This design comes from an exercise in tuning for small area on the open sky130 flow, not from production work.
Only simulation tests tie the RTL to the original design; equivalence was not proved.
The flow treats the clock pin as an ideal source. Dropping or thinning the clock tree relies on that and would not hold on a real chip.
Power figures rest on the tool's default switching activity, not on a simulated workload.

alpha:
==> flow/design.v (excerpt) <==
module poly_fir_stage1 #(
    parameter int DECIMATION_FACTOR = 9,
    parameter int TAP_LEN          = 63,
    parameter int DATA_WIDTH       = 16,
    parameter int COEF_WIDTH       = 16,
    parameter int BUF_LEN          = 64
    )(
    input  logic                          clk,
    input  logic                          rst,
    input  logic                          din_valid,
    output logic                          dout_valid,
    input  logic signed [DATA_WIDTH-1:0]  din,
    output logic signed [DATA_WIDTH-1:0]  dout
    );
Size: ~700 cells after synthesis, ~260 flip-flops.
==> flow/config.mk <==
export PLATFORM = sky130hd
export DESIGN_NAME = poly_fir_stage1
export DESIGN_NICKNAME = poly_fir_stage1
export VERILOG_FILES = /design/flow/design.v
export SDC_FILE = /design/flow/constraint.sdc
export NUM_CORES = 8
export LEC_CHECK = 0
export CAP_MARGIN = 20
export CORE_MARGIN = 2
export CORE_UTILIZATION = 65
export GPL_TIMING_DRIVEN = 0
export SLEW_MARGIN = 20
==> flow/constraint.sdc <==
create_clock -name core_clock -period 10.0 [get_ports {clk}]
set_input_delay 2.0000 -clock core_clock [delete_from_list [all_inputs] [get_ports {clk}]]
set_output_delay 2.0000 -clock core_clock [all_outputs]
set_load 0.01 [all_outputs]
standard.sh (not shown) runs the stock make flow with config.mk's settings and CLKGATE_MAP_FILE= SYNTH_SCRIPT=/design/flow/synth_recipe.tcl, a recipe that flattens the netlist after the stock synthesis.
==> flow/flow/run.sh <==
#!/bin/bash
# Own layout flow: the standard flow (standard.sh) with changes that only affect how the
# layout is built:
#  - synthesis: flow/synth.tcl (the standard flow's synthesis script with an area-oriented ABC mapping;
#    same registers, names and cell types),
#  - port buffers use the smallest buffer cell,
#  - the clock tree is built by flow/cts_manual.tcl (one root buffer, nine leaf buffers over
#    equal groups of flip-flops) in place of clock_tree_synthesis,
set -euo pipefail
here=$(pwd)
export OWN_ABC_SCRIPT="$here/flow/area.abc"
export BUFFER_PORTS_ARGS="-buffer_cell sky130_fd_sc_hd__buf_1"
export PRE_CTS_TCL="$here/flow/cts_manual.tcl"
export OWN_CTS_LEAVES=9 OWN_CTS_COLS=3 OWN_CTS_CLOCK_PORT=clk
export OWN_CTS_LEAF_BUF=sky130_fd_sc_hd__clkbuf_16 OWN_CTS_ROOT_BUF=sky130_fd_sc_hd__clkbuf_4
sed "s#SYNTH_SCRIPT=[^ ]*#SYNTH_SCRIPT=$here/flow/synth.tcl#" standard.sh > own_standard.sh
bash own_standard.sh finish > make_flow.log 2>&1
Other scripts of this flow, unchanged in this note and not shown: flow/flow/area.abc, flow/flow/cts_manual.tcl, flow/flow/synth.tcl
The inputs of beta differ from those of alpha as listed below.
--- a/flow/design.v
+++ b/flow/design.v
@@ -77,25 +77,20 @@
                     km_n = km - 2'd1;
                 end
             end else begin
                 if (km == 2'd3) ks_n = 1'b1;
                 else km_n = km + 2'd1;
             end
         end
     end
     always_ff @(posedge clk) begin
-        if (rst) begin
-            ks <= 1'b1;
-            km <= 2'd3;
-        end else begin
-            ks <= ks_n;
-            km <= km_n;
-        end
+        ks <= ks_n;
+        km <= km_n;
     end
     logic [3:0] rom;
     always_comb begin
         case ({qm, ks_n ^ qs, km_n, r_n})
             8'd0: rom = 4'b0011;
             8'd1: rom = 4'b0001;
             8'd2: rom = 4'b1100;
             8'd3: rom = 4'b0011;
             8'd4: rom = 4'b0011;
@@ -301,20 +296,20 @@
             default: term = {{4{mn[18]}}, mn, {9{neg}}};
         endcase
     end
     localparam int UW = HW - 1;       
     logic [LW+UW:0] ring [0:6];
     wire clr  = busy & qs & (qm == 3'd4) & ~ks & (km == 2'd3) & (r == 2'd0);
     wire fin  = busy & ~qs & (qm == 3'd4) & ks & (km == 2'd3) & (r == 2'd1);
     wire role0 = ks & (km == 2'd3);
     wire [LW+UW:0] a = ring[6] & {(LW+UW+1){~clr}};
-    logic ov;
-    wire  a31 = a[LW+UW] ^ ov;
+    logic e31, e31v;
+    wire  a31 = e31v ? e31 : a[LW+UW];
     logic [LW-1:0] lsum;
     logic [LW:0]   lc;
     logic [HW-1:0] hsum;
     logic [HW:0]   hc;
     wire  [HW-1:0] ah = {a31, a[LW+UW:LW+1]};
     assign lc[0] = neg;
     assign hc[0] = a[LW];
     generate
         for (gi = 0; gi < LW; gi++) begin : g_lo
@@ -323,19 +318,22 @@
         end
         for (gi = 0; gi < HW; gi++) begin : g_hi
             assign hsum[gi] = ah[gi] ^ term[LW+gi] ^ hc[gi];
             assign hc[gi+1] = (ah[gi] & term[LW+gi]) | (ah[gi] & hc[gi]) | (term[LW+gi] & hc[gi]);
         end
     endgenerate
     always_ff @(posedge clk) begin
         ring[0] <= {hsum[UW-1:0], lc[LW], lsum};
         for (int i = 1; i < 7; i++) ring[i] <= ring[i-1];
-        if (blk_end) ov <= 1'b0;
-        else if (role0) ov <= hsum[HW-1] ^ hsum[HW-2];
+        if (role0) e31 <= hsum[HW-1];
+        if (blk_end) e31v <= 1'b0;
+        else if (role0) e31v <= 1'b1;
     end
     always_ff @(posedge clk) begin
         if (rst) dout_valid <= 1'b0;
         else dout_valid <= fin;
     end
     wire [30:0] acc = {ring[0][LW+UW:LW+1], ring[0][LW-1:0]};
-    assign dout = ov ? {~acc[30], {15{acc[30]}}} : acc[30:15];
+    wire [1:0] top = {e31, acc[30]};
+    assign dout = (top == 2'b01) ? 16'sh7fff :
+                  (top == 2'b10) ? 16'sh8000 : acc[30:15];
 endmodule
Findings:
Per the final summary, beta finished and its layout is clean on timing, DRC and antenna. First-pass GRT wire length came out lower on beta than on alpha. In the flow results for alpha and beta, the share of the cycle needed by the critical path after routing is smaller on beta. Going from alpha to beta, die outline height decreased by 0.52% relative to the old numbers; maximum frequency held; total power of the final layout picked up an extra about 4%. Re utilization: beta is 1.2 points up on alpha. The reported sequential group power of alpha and that of beta are within noise of each other. Wire length in beta vs alpha: down about 5%. Gate count of the mapped netlist (beta vs. alpha) decreases by a few percent. beta vs. alpha: netlist area before placement went down by 1.1%. Sort alpha and beta by fraction of standard cell area that is sequential asc -> top: alpha. Going from alpha to beta, overall via count from detail_route lower, switching part of the total power higher. Worst setup slack after placement ends up lower on beta.
In every run of this note, the design's own scripts or RTL, not TritonCTS, make the clock network.

what the ideal ports hide:
Ports are ideal in the flow. The routed layouts listed here were re-timed in OpenROAD.
Step 1 sets driving cells, clkbuf_16 on the clock port and buf_2 on the other inputs (assumed; they add their load-dependent delay and slew).
Step 2 adds t to the input delays and takes it off the output delays; t is the mean of the earliest and latest rising clock arrival at the registers after step 1. Input paths then give back, and output paths get back, about the clock's delay inside the block.
a / b / c = ideal ports / drivers / drivers and shift; a / b = the first two.
run	t, ns	setup WS [ns]	worst setup path at the end	pins driven straight from the clock port
alpha	0.655	0.348 / 0.348 / 0.348	register to register	1
beta	0.637	0.373 / 0.373 / 0.373	register to register	1
After both steps every run listed still meets setup and hold.
